Source: an optimization exercise on an open RTL-to-GDS flow (aim: small area, a short achievable clock period and few clock cycles per item). Production flows keep margins and buffers that such runs may drop.
Function was checked by simulation only, so behaviour that the tests miss may differ from the original.

==> design/flow/config.mk <==
export PLATFORM = sky130hd
export DESIGN_NAME = insertionSort
export DESIGN_NICKNAME = insertionSort
export VERILOG_FILES = /design/flow/design.v
export SDC_FILE = /design/flow/constraint.sdc
export NUM_CORES = 8
export LEC_CHECK = 0
export CAP_MARGIN = 20
export CORE_MARGIN = 2
export CORE_UTILIZATION = 40
export SLEW_MARGIN = 20
==> design/flow/run.sh <==
#!/bin/bash
# synth_recipe.tcl (not shown) runs the flow's synth.tcl, then flattens the netlist and writes it again
# the make line also repeats each setting of config.mk as NAME=value (left out here)
make -C /OpenROAD-flow-scripts/flow DESIGN_CONFIG=/design/flow/config.mk WORK_HOME=/design/flow/orfs CLKGATE_MAP_FILE= SYNTH_SCRIPT=/design/flow/synth_recipe.tcl finish
==> design/flow/design.v <==
module compare_block #(
    parameter SIZE_DATA = 8
)(
    input logic [SIZE_DATA-1:0]     i_data_a        ,
    input logic [SIZE_DATA-1:0]     i_data_b        ,
    input logic                     i_mode          ,
    output logic [SIZE_DATA-1:0]    o_less_data     ,
    output logic [SIZE_DATA-1:0]    o_greater_data  
);
logic w_compare_result;
assign w_compare_result = (i_data_a < i_data_b);
logic w_after_compare_result;
assign w_after_compare_result = w_compare_result ^ i_mode;
always_comb begin
    o_less_data = (w_after_compare_result) ? i_data_a : i_data_b;
    o_greater_data = (w_after_compare_result) ? i_data_b : i_data_a;
end
endmodule
module insertionSort #(
    parameter NUM_VALS = 32,
    parameter SIZE_DATA = 16
)(
    input  logic                         i_clk,
    input  logic                         i_rst_n,
    input  logic                         i_start,
    input  logic [NUM_VALS*SIZE_DATA-1:0] i_data,
    output logic                         o_done,
    output logic [NUM_VALS*SIZE_DATA-1:0] o_data
);
    typedef enum logic [2:0] {
        b0,  
        b1,  
        b2,  
        b3,  
        b4,  
        b5,  
        b6,  
        b7   
    } state_t;
    state_t state;
    logic [SIZE_DATA-1:0] arr_temp [NUM_VALS-1:0];
    logic [SIZE_DATA-1:0] key;
    logic signed [$clog2(NUM_VALS)+1:0] i_sign;  
    logic [SIZE_DATA-1:0] w_less_data;
    logic [SIZE_DATA-1:0] w_greater_data;
    logic w_shift;
    assign w_shift = (i_sign >= 0) && (key < arr_temp[i_sign]);
    always_ff @(posedge i_clk or negedge i_rst_n) begin
        if (!i_rst_n) begin
            state <= b2;
            o_done <= 1'b0;
            i_sign <= 0;
        end else begin
            case (state)
                b2: begin
                    o_done <= 1'b0;
                    if (i_start)
                        state <= b3;
                end
                b3: begin
                    i_sign <= 2;  
                    state <= b4;
                end
                b4: begin
                    if (i_sign < NUM_VALS) begin
                        i_sign <= i_sign - 1;
                        state <= b5;
                    end else begin
                        state <= b7;
                    end
                end
                b5: begin
                    if (w_shift) begin
                        i_sign <= i_sign - 1;
                        state <= b5;  
                    end else begin
                        state <= b6;
                    end
                end
                b6: begin
                    i_sign <= i_sign + 2;
                    state <= b4;
                end
                b7: begin
                    o_done <= 1'b1;
                    state <= b2;  
                end
                default: state <= b2;
            endcase
        end
    end
    always_ff @(posedge i_clk) begin
        case (state)
            b2: begin
                if (i_start) begin
                    for (int i = 0; i < NUM_VALS; i++) begin
                        arr_temp[i] <= i_data[i*SIZE_DATA +: SIZE_DATA];
                    end
                end
            end
            b3: begin
                arr_temp[0] <= w_less_data;
                arr_temp[1] <= w_greater_data;
            end
            b4: begin
                if (i_sign < NUM_VALS)
                    key <= arr_temp[i_sign];
            end
            b5: begin
                if (w_shift)
                    arr_temp[i_sign + 1] <= arr_temp[i_sign];
            end
            b6: begin
                arr_temp[i_sign + 1] <= key;
            end
            b7: begin
                for (int i = 0; i < NUM_VALS; i++) begin
                    o_data[i*SIZE_DATA +: SIZE_DATA] <= arr_temp[i];
                end
            end
            default: ;
        endcase
    end
    compare_block #(
        .SIZE_DATA(SIZE_DATA)
    ) u_compare_block (
        .i_data_a(arr_temp[0]),
        .i_data_b(arr_temp[1]),
        .i_mode(1'b0),
        .o_less_data(w_less_data),
        .o_greater_data(w_greater_data)
    );
endmodule
==> design/flow/constraint.sdc <==
create_clock -name core_clock -period 10.0 [get_ports {i_clk}]
set_input_delay 2.0000 -clock core_clock [delete_from_list [all_inputs] [get_ports {i_clk}]]
set_output_delay 2.0000 -clock core_clock [all_outputs]
set_load 0.01 [all_outputs]
==> results of run 1 <==
[flip-flops by register name, summed over array words and instances (netlist names)]
| register | cells |
|---|---|
| o_data | 512 |
| o_done | 1 |
| key | 16 |
| arr_temp | 512 |
| state | 3 |
| i_sign | 7 |
[layout by cell type, fill, tap and decap left out, types with 24 or more instances in the layout]
cell type	n
o211ai_1	31
buf_4	27
clkdlybuf4s50_1	1027
clkinv_1	30
a2bb2oi_2	26
inv_1	40
o22a_1	482
ha_1	39
a21oi_1	60
a22oi_1	45
clkbuf_16	111
edfxtp_1	1040
mux2i_1	153
nand2_1	85
mux4_2	68
a21oi_2	24
nand2b_1	34
[logic make-up (layout without fill, tap and decap cells)]
| logic type | count (synthesis) | after routing |
|---|---|---|
| DFF | 1051 | 1051 |
| AOI/OAI and AO/OA | 740 | 740 |
| buffers and inverters | 238 | 1305 |
| muxes | 223 | 223 |
| and+or+nand+nor | 208 | 208 |
| adders and majority gates | 39 | 39 |
| xor gates and xnor gates | 4 | 4 |
| other | 0 | 8 |
[layer usage]
layer	share of wire	routed length, µm	GRT usage
met1	0.36	71000	0.4245
met2	0.49	96710	0.5705
met3	0.10	20690	0.07906
met4	0.054	10810	0.1642
met5	0.00064	128	0
[path summary, 6_finish.rpt]
check | endpoint | slack, ps | cells after the start
hold / removal | o_data[36] | 440 | 0
setup / recovery | arr_temp[30][11] | 2640 | 16
hold reg to reg | o_data[36] | 440 | 0
max in group asynchronous | i_sign[0] | 7860 | 1
setup reg to reg | arr_temp[30][11] | 2640 | 16
min in group asynchronous | i_sign[3] | 1670 | 1
[stage by stage]
step | worst slack, ps | hold WS, ps
2_1_floorplan | 2601 | 420.7
3_3_place_gp | 2620 | 423.1
3_5_place_dp | 2772 | 434.5
4_1_cts | 2720 | 441.1
5_1_grt | 2295 | 456.5
6_report | 2637 | 442.4
[area by class of cell]
cell class | instances | share of cell area
Multi-Input combinational cell | 1214 | 0.1891
Antenna cell | 8 | 0.0003417
Clock inverter | 78 | 0.01093
Clock buffer | 128 | 0.04850
Timing Repair Buffer | 1059 | 0.1805
Tap cell | 1414 | 0.03020
Inverter | 40 | 0.002563
Sequential cell | 1051 | 0.5379
==> metrics.yaml, run 1 <==
place:
  gp_congestion: 0.9878
  dpl.cell_count: 4778
  io_buffer_count: 1027
  dp_hpwl_um: 147600
  placed_cell_area_um2: 55090
cts:
  cts_hold_buf: 0
  clk_pin_slew_worst_paths_ps: 60
  clock_insertion_delay_worst_skew_ps: 720
  clkSinkCount: 1051
  cts_buffers: 110
  clock-root-buffer: "clkbuf_16"
  tritoncts: "done"
  cts-htree-levels: 3
  cts_resized: 0
  clk_path_buf_depth: 3
  post_cts_buffers: 0
cells_and_area:
  post-route-util: 0.5382
  final_nets: 4030
  final_cells: 4992
  drive_gt1_frac: 0.09804
  multi_input_area_um2: 11080
  register_area_um2: 31520
  final_cell_area_um2: 58590
  fillers: 8681
  areaGrowthSynthToFinish_pct: 33.48
setup_path:
  crit_path_cell_trace: "buf_4 > buf_4 > mux2i_1 > a21oi_1 > nand3_1 > nand4_1 > inv_1 > ha_1 > o21ai_0 > a21oi_1 > a21oi_1 > nor4bb_1 > a31oi_4 > buf_4 > a21oi_2 > nand2b_1"
  rr_startpoint: "i_sign[1]"
  critPathMaxStageDelay_ps: 970
  startpoint: "i_sign[1]"
  slowest_stage: "dfrtp_4"
  worstPathArrival_ps: 7680
  worstSetupPathType: "reg -> reg"
  crit_family: "simple AND/OR/NAND/NOR gates"
  cp-start-kind: "flop"
  endpoint_kind: "flop"
  cp_max_fo: 37
  crit_buf_inv: 4
  worstPathRequired_ps: 10320
timing:
  maxSlewHeadroom: 0.1776
  hold_viol: 0
  tns_ps: 0
  fin_crit_sh: 0.7363
  drv_slew: 0
  finalSetupViolCount: 0
  fmaxAchievable_mhz: 135.8
  fin_crit_ps: 7363
  rsz0062_at_grt: "no"
  tightest_slew_ps: 1234
  skew_ps: 33.89
route:
  routed_wl_um: 199300
  vias_per_cell: 6.321
  postRouteAntennaNets: 0
  first_pass_iters: 6
  vias: 31556
  drc: 0
  drt_iter0_drc: 5180
  wl_per_cell_um: 39.93
die:
  core_area_um2: 108900
  die_w_um: 335.3
  die_h_um: 335.3
  ios: 1028
  fp-row-count: 121
  start_util: 0.4032
  die-area_um2: 112400
synth:
  yosysWarnings: 2
  synth_top_cells_by_count: "edfxtp_1, o22a_1, mux2i_1"
  synth_mux_area_frac: 0.07029
  synth_top_area_share: 0.7115
  synth_top_cell_by_area: "edfxtp_1"
  seq_area_frac_synth: 0.7178
  yosysMostFrequentCell: "edfxtp_1"
  synth-seq-cells: 1051
  synth_compound_area_frac: 0.1461
  synth_xor_area_frac: 0.0007981
  synth_top_family_by_area: "compound AO/OA/AOI/OAI gates"
  synth_area_leaders: "edfxtp_1, o22a_1, mux2i_1"
  syn_nets: 3057
  synth.avg_cell_area_um2: 17.54
  ys_types: 56
  synthSimpleGateAreaFrac: 0.02292
  async_reset_ff_frac: 0.01047
  synth_ff_type: "edfxtp_1"
  synth_edf_count: 1040
  synth_fa_ha_area_frac: 0.01112
  synth_cells: 2503
  netlist_area_um2: 43890
global_routing:
  grt_max_degree: 193
  antenna_found_initial: 21
  grt_pass1_wl_um: 262500
  grt_pass1_vias: 30834
  grt_overflow: 0
  grt_usage: 0.3436
hold_path:
  hold_path.class: "reg -> reg"
  worstHoldStart: "arr_temp[2][4]"
run_status:
  status: "timing/DRC/antenna clean"
flow_run:
  max_cap_viol_count: 0
Testbench counts, summed over its fixed seeds: cycles 210,588, sorts 192.
==> inputs of run 2 (changes only) <==
==> design/flow/design.v (replaced) <==
module compare_block #(
    parameter SIZE_DATA = 16
)(
    input  logic [SIZE_DATA-1:0] i_a,
    input  logic [SIZE_DATA-1:0] i_b,
    output logic [SIZE_DATA-1:0] o_lo,
    output logic [SIZE_DATA-1:0] o_hi
);
    logic w_swap;
    assign w_swap = (i_b < i_a);
    assign o_lo = w_swap ? i_b : i_a;
    assign o_hi = w_swap ? i_a : i_b;
endmodule
module insertionSort #(
    parameter NUM_VALS = 32,
    parameter SIZE_DATA = 16
)(
    input  logic                          i_clk,
    input  logic                          i_rst_n,
    input  logic                          i_start,
    input  logic [NUM_VALS*SIZE_DATA-1:0] i_data,
    output logic                          o_done,
    output logic [NUM_VALS*SIZE_DATA-1:0] o_data
);
    localparam int N = NUM_VALS;
    localparam int W = SIZE_DATA;
    localparam int STEPS = N / 2;            
    logic             r_busy;
    logic [$clog2(STEPS)-1:0] r_cnt;
    logic [W-1:0] r_key [N];                 
    logic [W-1:0] w_a   [N];                 
    logic [W-1:0] w_b   [N];                 
    for (genvar p = 0; p < N/2; p++) begin : g_even
        compare_block #(.SIZE_DATA(W)) u_ce (
            .i_a(r_key[2*p]), .i_b(r_key[2*p+1]),
            .o_lo(w_a[2*p]),  .o_hi(w_a[2*p+1])
        );
    end
    assign w_b[0]   = w_a[0];
    assign w_b[N-1] = w_a[N-1];
    for (genvar p = 0; p < N/2-1; p++) begin : g_odd
        compare_block #(.SIZE_DATA(W)) u_ce (
            .i_a(w_a[2*p+1]), .i_b(w_a[2*p+2]),
            .o_lo(w_b[2*p+1]), .o_hi(w_b[2*p+2])
        );
    end
    always_ff @(posedge i_clk or negedge i_rst_n) begin
        if (!i_rst_n) begin
            r_busy <= 1'b0;
            r_cnt  <= '0;
            o_done <= 1'b0;
        end else begin
            o_done <= r_busy && (r_cnt == STEPS-1);
            if (!r_busy) begin
                r_busy <= i_start;
                r_cnt  <= '0;
            end else begin
                r_cnt <= r_cnt + 1'b1;
                if (r_cnt == STEPS-1)
                    r_busy <= 1'b0;
            end
        end
    end
    always_ff @(posedge i_clk) begin
        for (int i = 0; i < N; i++)
            r_key[i] <= r_busy ? w_b[i] : i_data[i*W +: W];
    end
    for (genvar i = 0; i < N; i++) begin : g_out
        assign o_data[i*W +: W] = r_key[i];
    end
endmodule
==> run 2 against run 1 <==
Against the previous run: count of clock-buffer cells in the layout down 25; critical path depth up 4; synthesized cell count is 69% higher; utilization rose by 0.99 points; final area is 13% lower; sequential share of layout area fell by 33 points; largest cell class is now multi-input gates.
==> metrics.yaml, run 2 <==
cells_and_area:
  largest_reg_flops: 512
  mostFrequentLayoutCells: "clkdlybuf4s50_1, nor2_1, dfxtp_1"
  largest_register: "r_key"
  post-route-util: 0.5481
  multi_input_area_um2: 24070
  fillers: 8751
  final_nets: 6134
  areaGrowthSynthToFinish_pct: 36.47
  top_regs: "r_key: 512 flops, r_cnt: 4 flops"
  mostFrequentLayoutCell: "clkdlybuf4s50_1"
  drive_gt1_frac: 0.09529
  register_area_um2: 10720
synth:
  async_reset_ff_frac: 0.01158
  synth_area_leaders: "dfxtp_1, ha_1, mux2i_1"
  synth_cells: 4228
  synth_edf_count: 32
  synth-seq-cells: 518
  seq_area_frac_synth: 0.2873
  netlist_area_um2: 37320
  ys_types: 85
  yosysWarnings: 6
  yosysMostFrequentCell: "nor2_1"
  synth_ff_type: "dfxtp_1"
  synth.avg_cell_area_um2: 8.826
  synth_top_cells_by_count: "nor2_1, dfxtp_1, ha_1"
  syn_nets: 5209
  synth_top_area_share: 0.2575
  synth_top_cell_by_area: "dfxtp_1"
cts:
  clk_path_buf_depth: 3
  tritoncts: "done"
  clock_insertion_delay_worst_skew_ps: 630
  cts_buffers: 69
  clock-root-buffer: "clkbuf_16"
  clkSinkCount: 518
  cts_resized: 0
  cts-htree-levels: 3
  post_cts_buffers: 0
  cts_hold_buf: 0
  clk_pin_slew_worst_paths_ps: 60
global_routing:
  grt_overflow: 0
  grt_pass1_vias: 35586
  gr-usage-met2: 0.5510
  grtUsageMet1: 0.4088
  grt-busiest-layer: "met2"
  grt_usage: 0.3359
  grt_max_degree: 139
  antenna_found_initial: 50
  grt_pass1_wl_um: 239100
  grtUsageMet3: 0.09188
hold_path:
  worstHoldStart: "r_cnt[0]"
  hold_path.class: "reg -> reg"
  holdPathEnd: "r_cnt[0]"
  hold_depth: 1
route:
  drc: 0
  postRouteAntennaNets: 0
  vias_per_cell: 5.660
  drt_iter0_drc: 2864
  first_pass_iters: 6
  wl_per_cell_um: 26.02
  routed_wl_um: 168900
  vias: 36750
setup_path:
  cp-start-kind: "flop"
  endpoint_kind: "flop"
  critPathMaxStageDelay_ps: 790
  slowest_stage: "o31ai_4"
  rr_startpoint: "r_key[20][9]"
  worstPathArrival_ps: 6770
  crit_family: "compound AO/OA/AOI/OAI gates"
  crit_buf_inv: 4
  worstPathRequired_ps: 10500
  worstSetupPathType: "reg -> reg"
  crit_path_cell_trace: "inv_1 > ha_1 > a211o_1 > a21oi_1 > o211a_1 > nand2_1 > a21oi_4 > buf_4 > mux2i_1 > inv_1 > ha_1 > a21o_1 > a21oi_1 > a21oi_1 > o41ai_1 > nand2_1 > o31ai_4 > buf_4 > mux2i_1 > mux2_2"
  r2r_cells: 20
  rr_endpoint: "r_key[19][9]"
  crit_top_cell: "a21oi_1"
  reg2reg_slack_ps: 3730
  cp_max_fo: 16
timing:
  fin_crit_sh: 0.6270
  skew_ps: 27.68
  drv_slew: 0
  tns_ps: 0
  fin_crit_ps: 6270
  finalSetupViolCount: 0
  rsz0062_at_grt: "no"
  hold_viol: 0
  fmaxAchievable_mhz: 159.5
  tightest_slew_ps: 1136
  maxSlewHeadroom: 0.2430
die:
  fp-row-count: 112
  core_area_um2: 92910
  die_h_um: 309.4
  die-area_um2: 95750
  ios: 1028
  start_util: 0.4016
  die_w_um: 309.4
flow_run:
  max_cap_viol_count: 0
place:
  dp_hpwl_um: 138600
  gp_congestion: 1.003
  io_buffer_count: 1027
run_status:
  status: "timing/DRC/antenna clean"
-- run 2: cell types whose count changed after synthesis, sizes merged, moves of 95 or more --
cell	before	now
edfxtp	1040	32
mux2i	153	402
nor2	21	509
o22a	498	0
inv	40	461
mux2	2	259
dfxtp	0	480
a221oi	0	227
a21oi	90	418
ha	39	466
o21ai	12	107
-- run 2: worst max-delay path by stage --
stage	from	endpoint	depth (start not counted)
2_1_floorplan	r_key[10][6]	r_key[10][10]	19
3_3_place_gp	r_key[20][9]	r_key[20][9]	19
3_5_place_dp	r_key[20][9]	r_key[19][14]	20
4_1_cts	r_key[20][9]	r_key[19][14]	20
5_1_grt	r_key[20][9]	r_key[20][12]	20
6_report	r_key[20][9]	r_key[19][9]	20
-- run 2: kinds of logic after synthesis --
family	count (synthesis)	share of synthesized area
and+or+nand+nor	837	0.09824
muxes	661	0.1861
DFF	518	0.2873
adders and majority gates	466	0.1562
AOI/OAI and AO/OA	1066	0.1991
buffers and inverters	678	0.07259
xor gates and xnor gates	2	0.0004695
-- run 2: worst reg2reg max path, cell delays in order, from the launching register on --
cell	delay, ps
dfxtp_1	380
inv_1	60
ha_1	310
a211o_1	280
a21oi_1	330
o211a_1	280
nand2_1	120
a21oi_4	540
buf_4	400
mux2i_1	330
inv_1	80
ha_1	330
a21o_1	170
a21oi_1	140
a21oi_1	100
o41ai_1	490
nand2_1	190
o31ai_4	790
buf_4	430
mux2i_1	120
mux2_2	280
-- run 2: layout make-up --
| class | instances | area share |
|---|---|---|
| antenna | 34 | 0.001671 |
| clock buffer | 103 | 0.03902 |
| clock inverter | 20 | 0.002334 |
| inverter | 461 | 0.03403 |
| multi-input combinational | 3032 | 0.4726 |
| sequential | 518 | 0.2106 |
| tap | 1254 | 0.03081 |
| timing repair buffer | 1071 | 0.2090 |
-- run 2: metrics by stage --
step                instance area, µm²  setup WS [ps]  hold slack (ps)  cells
finish                           50930           3730            458.8   6493
global route                     50920           3223            474.3   6489
CTS                              50800           3736            461.3   6458
detailed placement               48690           3823            445.7   6335
global placement                 48690           3837            445.6   6335
floorplan                        37320           4941            424.8   4228
-- run 2: per-layer routing --
metal / vias up / share of wire
li1: 17364 / -
met2: 1381 / 0.47
met4: 34 / 0.044
met3: 337 / 0.082
met5: - / 0.0014
met1: 17634 / 0.40
Testbench counts of run 2, summed over its fixed seeds: cycles 3,264, sorts 192.

-- re-timing with driven ports --
In the flow no input, the clock included, has a driving cell. The finished layouts below were timed again as built, in two steps.
Step 1: set_driving_cell puts a clkbuf_16 on i_clk and a buf_2 on each other input, an assumption about the parent block.
Step 2 times the ports against the registers' clock, not the clock port: input delays grow and output delays shrink by t, the midpoint of the rising clock arrivals with the driver on.
Slacks: ideal ports / drivers / drivers and shift; pairs: ideal ports / drivers.
| run | t, ns | setup slack, ns | cell pins on the clock port's net |
|---|---|---|---|
| run 1 | 0.776 | 2.637 / 2.637 / 2.637 | 1 |
| run 2 | 0.692 | 3.730 / 3.730 / 3.730 | 1 |
After both steps setup and hold are still met in every run listed.
